This design comes from an exercise in tuning for small area, a short achievable clock period and few clock cycles on the open sky130 flow, not from production work. In this exercise RTL edits were held to simulation tests only and were not proved equivalent to the original. No activity file was given, so power comes from the tool's default toggle rates.

==> flow/design.v (excerpt) <==
module dut (
    input clk,
    input rst,
    input start,
    input [7:0] a,
    input [7:0] b,
    output reg [7:0] y,
    output reg ready
);
clock: 5.0 ns
lec_check: 0
cap_margin: 20
core_area: 3 3 61 61
die_area: 0 0 64 64
setup_slack_margin: 3.1
slew_margin: 20
standard.sh (not shown) runs the stock make flow with config.mk's settings and CLKGATE_MAP_FILE= SYNTH_SCRIPT=/design/flow/synth_recipe.tcl, a recipe that flattens the netlist after the stock synthesis.
==> flow/flow/run.sh <==
#!/bin/bash
# The standard ORFS layout (standard.sh) with three changes:
#  - synthesis maps the logic with flow/map.abc (see flow/mysynth.tcl);
#  - no full-adder extraction (ADDER_MAP_FILE empty), so ABC sees all logic;
#  - the port buffers are plain buf_1 cells.
set -euo pipefail
here=$(pwd)
bash standard.sh "SYNTH_SCRIPT=$here/flow/mysynth.tcl" ADDER_MAP_FILE= \
  "BUFFER_PORTS_ARGS=-buffer_cell sky130_fd_sc_hd__buf_1" finish > standard_flow.log 2>&1
==> flow/flow/map.abc <==
strash
&get -n
&deepsyn -J 1000
&put
if -g
strash
&get -n
&dch
&nf -p
&put
topo
stime -c
==> flow/flow/mysynth.tcl <==
# The standard synthesis script (synth_recipe.tcl), with ORFS's ABC mapping
# script replaced by flow/map.abc.
set my_abc_script [file join [file dirname [file normalize [info script]]] map.abc]
proc synth {args} { yosys synth -nofsm -noshare {*}$args }
proc abc {args} {
  set i [lsearch -exact $args -script]
  if { $i >= 0 } { lset args [expr {$i + 1}] $::my_abc_script }
  yosys abc {*}$args
}
source $::env(SCRIPTS_DIR)/synth.tcl
# left out here: clear keep_hierarchy, flatten, clean up, hide names made inside functions, write 1_2_yosys.v
The baseline ran to the end with no violations.
Testbench counts at the start, summed over its fixed seeds: cycles 768.
==> next run, changes <==
==> flow/flow/map.abc (replaced) <==
strash
&get -n
&deepsyn -J 1000
&put
dch
map
topo
stime -c
What happened: Clock-buffer cell count falls by 1. Power is higher by about 2.6%. Via count rises by about 22%. Wire length came out higher by about 8%. Core utilization rises by 2.0 points. Worst hold slack degrades by 0.026 ns. Cell count came out higher by about 19%. Flip-flop and latch count is unchanged. Worst setup slack is worse by 0.025 ns. Die area does not change. Design area rises by 9.1%.

========
Setup of rev 12:
dut, a different RTL version from the one above (not shown whole).
Size in the first run: ~81 cells after synthesis, about 9 flip-flops, roughly 550 sq um of cells after synthesis.
// dut
module dut (
    input clk,
    input rst,
    input start,
    input [7:0] a,
    input [7:0] b,
    output reg [7:0] y,
    output reg ready
);
Settings: LEC_CHECK=0, CAP_MARGIN=20, CORE_AREA=3 3 61 61, DIE_AREA=0 0 64 64, SLEW_MARGIN=20; clock period 5.0 ns.
==> flow/flow/map.abc <==
strash
&get -n
&deepsyn -T 30
&put
if -g
strash
dch
map
topo
stime -c
Scripts as last shown in full above: flow/flow/run.sh, flow/flow/mysynth.tcl
Testbench counts of rev 12, summed over its fixed seeds: cycles 768.
Here is what was changed in the inputs of rev 13 compared with rev 12.
# rev 12
export LEC_CHECK = 0
export CAP_MARGIN = 20
export CORE_AREA = 3 3 61 61
export DIE_AREA = 0 0 64 64
export SLEW_MARGIN = 20
create_clock -name core_clock -period 5.0 [get_ports {clk}]
# rev 13
export LEC_CHECK = 0
export CAP_MARGIN = 20
export CORE_AREA = 3 3 61 61
export DIE_AREA = 0 0 64 64
export SETUP_SLACK_MARGIN = 3.1
export SLEW_MARGIN = 20
create_clock -name core_clock -period 5.0 [get_ports {clk}]
Findings:
Between rev 13 and rev 12, the netlist area before placement figures differ only marginally.
Switching share of power, rev 12 and rev 13, higher one = rev 13.
Compared with rev 12, in rev 13 overall routed net length climbed 3.9%; final area now sits higher; total congestion overflow after global routing roughly the same; proportion of power drawn by the clock network has decreased.
Power: rev 13 draws more than rev 12

========
Starting RTL as in the previous note.
==> flow/config.mk <==
export PLATFORM = sky130hd
export DESIGN_NAME = dut
export DESIGN_NICKNAME = dut
export VERILOG_FILES = /design/flow/design.v
export SDC_FILE = /design/flow/constraint.sdc
export NUM_CORES = 4
export LEC_CHECK = 0
export CAP_MARGIN = 20
export CORE_AREA = 3 3 61 61
export DIE_AREA = 0 0 64 64
export SETUP_SLACK_MARGIN = 2.9
export SLEW_MARGIN = 20
==> flow/constraint.sdc <==
create_clock -name core_clock -period 5.0 [get_ports {clk}]
set_input_delay 1.0000 -clock core_clock [delete_from_list [all_inputs] [get_ports {clk}]]
set_output_delay 1.0000 -clock core_clock [all_outputs]
set_load 0.01 [all_outputs]
Scripts as last shown in full above: flow/flow/run.sh, flow/flow/map.abc, flow/flow/mysynth.tcl
The baseline finished with timing, DRC and antenna clean.
Testbench counts at the start, summed over its fixed seeds: cycles 768.
==> next run, changes <==
SETUP_SLACK_MARGIN = 3.3   (was 2.9)
The changed run ran to the end with no violations.
Setup slack is better by 140 ps.
Critical path depth does not change.
Sequential share of layout area decreases by 4.6 points.
Global-route usage increases by 0.43 points.
Count of clock-buffer cells in the layout does not change.
Power increases by 10%.
Clock power increases by about 1%.
Cell count increases by 3.9%.
==> next run, changes <==
==> flow/flow/map.abc (replaced) <==
strash
&get -n
&deepsyn -T 30
&put
if -g
strash
dch
map -a
topo
stime -c
SETUP_SLACK_MARGIN = 2.9   (was 3.3)
Final area decreases by about 14%.
First-iteration DRC count drops by 65%.
Worst hold slack is about the same.
Combinational power is lower by 17%.
Utilization falls by 3.9 points.
Flip-flop and latch count does not change.
Via count went down by 7.6%.
Setup slack loses 250 ps.
Global-route usage shrinks by 0.21 points.
==> next run, changes <==
==> flow/flow/map.abc (replaced) <==
strash
&get -n
&deepsyn -J 1000
&put
if -g
strash
dch
map
topo
stime -c
SETUP_SLACK_MARGIN = 3.1   (was 2.9)
What happened: The new run finished clean; non-clock buffer count decreases by 4; combinational power falls by 3.7%; routed wire length fell by 10%; via count grows by 5.5%; fmax went up by 12%; synthesized cell count rises by 9.5%; cell count increases by 2.0%; critical path depth stays the same; worst setup slack gets better by 210 ps; core utilization shrinks by 0.28 points; count of clock-buffer cells in the layout went up by 1.
==> next run, changes <==
--- a/flow/flow/run.sh
+++ b/flow/flow/run.sh
@@ -7,3 +7,3 @@
 here=$(pwd)
-bash standard.sh "SYNTH_SCRIPT=$here/flow/mysynth.tcl" ADDER_MAP_FILE= \
+bash standard.sh "SYNTH_SCRIPT=$here/flow/mysynth.tcl" ADDER_MAP_FILE= SETUP_MOVE_SEQUENCE=sizeup,swap \
   "BUFFER_PORTS_ARGS=-buffer_cell sky130_fd_sc_hd__buf_1" finish > standard_flow.log 2>&1
==> flow/flow/map.abc (replaced) <==
strash
&get -n
&deepsyn -J 1000
&put
dch
map
topo
stime -c
Result: Area after synthesis increases by 0.45%; fmax came out higher by 1.2%; clock power rose by 3.9%; hold slack loses 4.7 ps; global-route usage rises by 1.5 points; final area fell by 2.7%; core utilization is lower by 0.68 points; worst setup slack gets better by 21 ps.

========
alpha:
The RTL this note starts from:
==> flow/design.v <==
`timescale 1ns/1ps
module dut (
    input clk,
    input rst,
    input start,
    input [7:0] a,
    input [7:0] b,
    output reg [7:0] y,
    output reg ready
);
    wire [2:0] L = a[2:0];
    wire [3:0] H = a[6:3];
    wire [5:0] L2 = L * L;
    wire [3:0] P = H * L;                  
    wire ge24  = b[4] & b[3];
    wire hi216 = b[5] | ge24;              
    wire c2 = b[7] | b[6];                 
    wire c1 = b[7] ? (b[6] & hi216)        
                   : (~b[6] & (b[5] | b[4] | b[3]));    
    wire z00 = b[5] | (ge24 & (b[2] | (b[1] & b[0])))
             | (~(b[5] | b[4] | b[3]) & (b[2] | b[1] | b[0]));
    wire z01 = b[5] & ge24 & b[2] & (b[1] | b[0]);
    wire c0 = b[7] ? ~(b[6] & hi216) : (b[6] ? z01 : z00);
    wire [5:0] lo = L2 + {3'd0, c2, c1, c0};
    wire [3:0] hi = P + {a[3], 2'b00} + {2'b00, lo[5:4]};
    always @(posedge clk) begin
        y     <= {hi, lo[3:0]};
        ready <= start & ~rst;
    end
endmodule
==> flow/config.mk <==
export PLATFORM = sky130hd
export DESIGN_NAME = dut
export DESIGN_NICKNAME = dut
export VERILOG_FILES = /design/flow/design.v
export SDC_FILE = /design/flow/constraint.sdc
export NUM_CORES = 4
export LEC_CHECK = 0
export CAP_MARGIN = 20
export CORE_AREA = 3 3 61 61
export DIE_AREA = 0 0 64 64
export SETUP_SLACK_MARGIN = 3.2
export SLEW_MARGIN = 20
==> flow/constraint.sdc <==
create_clock -name core_clock -period 5.0 [get_ports {clk}]
set_input_delay 1.0000 -clock core_clock [delete_from_list [all_inputs] [get_ports {clk}]]
set_output_delay 1.0000 -clock core_clock [all_outputs]
set_load 0.01 [all_outputs]
==> flow/flow/run.sh <==
#!/bin/bash
# The standard ORFS layout (standard.sh) with three changes:
#  - synthesis maps the logic with flow/map.abc (see flow/mysynth.tcl);
#  - no full-adder extraction (ADDER_MAP_FILE empty), so ABC sees all logic;
#  - the port buffers are plain buf_1 cells.
set -euo pipefail
here=$(pwd)
bash standard.sh "SYNTH_SCRIPT=$here/flow/mysynth.tcl" ADDER_MAP_FILE= \
  "BUFFER_PORTS_ARGS=-buffer_cell sky130_fd_sc_hd__buf_1" finish > standard_flow.log 2>&1
==> flow/flow/map.abc <==
strash
&get -n
&deepsyn -J 1000
&put
if -g
strash
dch
map
topo
stime -c
Scripts as last shown in full above: flow/flow/mysynth.tcl
alpha completed every stage of the flow, and the final layout passed the timing, design-rule and antenna checks.
Testbench counts of alpha, summed over its fixed seeds: cycles 768.
### alpha -> beta
# alpha
export LEC_CHECK = 0
export CAP_MARGIN = 20
export CORE_AREA = 3 3 61 61
export DIE_AREA = 0 0 64 64
export SETUP_SLACK_MARGIN = 3.2
export SLEW_MARGIN = 20
create_clock -name core_clock -period 5.0 [get_ports {clk}]
# beta
export LEC_CHECK = 0
export CAP_MARGIN = 20
export CORE_AREA = 3 3 61 61
export DIE_AREA = 0 0 64 64
export SETUP_SLACK_MARGIN = 3.0
export SLEW_MARGIN = 20
create_clock -name core_clock -period 5.0 [get_ports {clk}]
-- flow/flow/map.abc --
<<< alpha, line 7
dch
map
>>> beta, line 7
&get -n
&dch
&nf -p
&put
- Relative to alpha, multiplexer area fraction after synthesis has increased by 4.0 points in beta.
- The detailed-routed wire length on met3 reported for beta is smaller than that of alpha by 12%.
- Of beta and alpha, the higher routed wire length belongs to alpha.
- For number of buffers created by CTS, alpha and beta come out practically identical.
- Against alpha, beta reports a share of power burned in combinational logic that is lower.
- beta: effective utilization at floorplan is 1.7 points lower than what alpha reported.
- Compared with alpha, in beta delay of the slowest critical-path stage grew by 20 ps; detailed router's first-iteration violation count shrank by 15.
- Cells: beta has fewer instances than alpha
- Share of final-layout standard cells stronger than drive strength 1, beta and alpha: higher on alpha
- The layout inverter count without the clock tree in beta was lower than what alpha gave.
Changes in gamma relative to beta:
-- flow/flow/map.abc --
<<< beta, line 7
&get -n
&dch
&nf -p
&put
>>> gamma, line 7
dch
map
## What came out
Changes observed in gamma relative to beta: synthesized cell area now larger; worst slack at placement now larger; overall via count from detail_route now larger; total chip power now smaller.
Input-level comparison between delta and gamma:
# gamma
export LEC_CHECK = 0
export CAP_MARGIN = 20
export CORE_AREA = 3 3 61 61
export DIE_AREA = 0 0 64 64
export SETUP_SLACK_MARGIN = 3.0
export SLEW_MARGIN = 20
create_clock -name core_clock -period 5.0 [get_ports {clk}]
# delta
export LEC_CHECK = 0
export CAP_MARGIN = 20
export CORE_AREA = 3 3 61 61
export DIE_AREA = 0 0 64 64
export SETUP_SLACK_MARGIN = 3.15
export SLEW_MARGIN = 20
create_clock -name core_clock -period 5.0 [get_ports {clk}]
-- flow/flow/map.abc --
<<< gamma, line 7
dch
map
>>> delta, line 7
&get -n
&dch
&nf -p
&put
- Going from gamma to delta, power consumed by combinational cells grew by a few percent.
- Combinational family with the most area after synthesis: simple AND/OR/NAND/NOR gates -> gamma, compound AO/OA/AOI/OAI gates -> delta
- | clock network area share | gamma vs delta | ≈ equal |
- Re count of unresolved DRC violations after routing: no difference whatsoever between gamma and delta.
- In the metrics for gamma and delta, the one carrying the lower register share of the cell area is gamma.
- Relative to gamma, the routed metal-1 wirelength measured on delta has decreased by more than 10%.

==> static timing again, ports no longer ideal <==
Ports are ideal in the flow. The routed layouts listed here were re-timed in OpenROAD.
Step 1 assumes that a clkbuf_16 drives the clock port and a buf_2 every other input.
Step 2 also shifts input and output timing later by t, the mid clock arrival at the registers, as if the neighbouring blocks saw the same clock.
a / b / c = ideal ports / drivers / drivers and shift; a / b = the first two.
run	shift t [ns]	setup WS [ns]	worst setup path at the end	latest minus earliest clock arrival (ns)	pins driven straight from the clock port
the first run of note 1	0.262	3.232 / 3.227 / 2.965	input to register	0.004 / 0.004	1
the second run of note 1	0.271	3.208 / 3.198 / 2.928	input to register	0.002 / 0.003	1
rev 12	0.265	2.829 / 2.823 / 2.558	input to register	0.001 / 0.002	1
rev 13	0.265	3.146 / 3.140 / 2.875	input to register	0.001 / 0.002	1
the first run of note 3	0.265	3.046 / 3.041 / 2.776	input to register	0.001 / 0.002	1
the second run of note 3	0.267	3.181 / 3.138 / 2.871	input to register	0.001 / 0.002	1
the third run of note 3	0.269	2.932 / 2.927 / 2.658	input to register	0.006 / 0.006	1
the fourth run of note 3	0.265	3.146 / 3.140 / 2.875	input to register	0.001 / 0.002	1
the fifth run of note 3	0.272	3.168 / 3.166 / 2.894	input to register	0.006 / 0.005	1
alpha	0.263	3.308 / 3.289 / 3.069	input to register	0.000 / 0.000	1
beta	0.267	3.125 / 3.121 / 2.855	input to register	0.002 / 0.001	1
gamma	0.263	3.162 / 3.155 / 2.892	input to register	0.000 / 0.000	1
delta	0.262	3.225 / 3.218 / 2.956	input to register	0.005 / 0.005	1
After both steps every run listed still meets setup and hold. The setup slack of the second run of note 3, which loses most, moves by -0.043 ns with the drivers and by -0.310 ns with both steps.
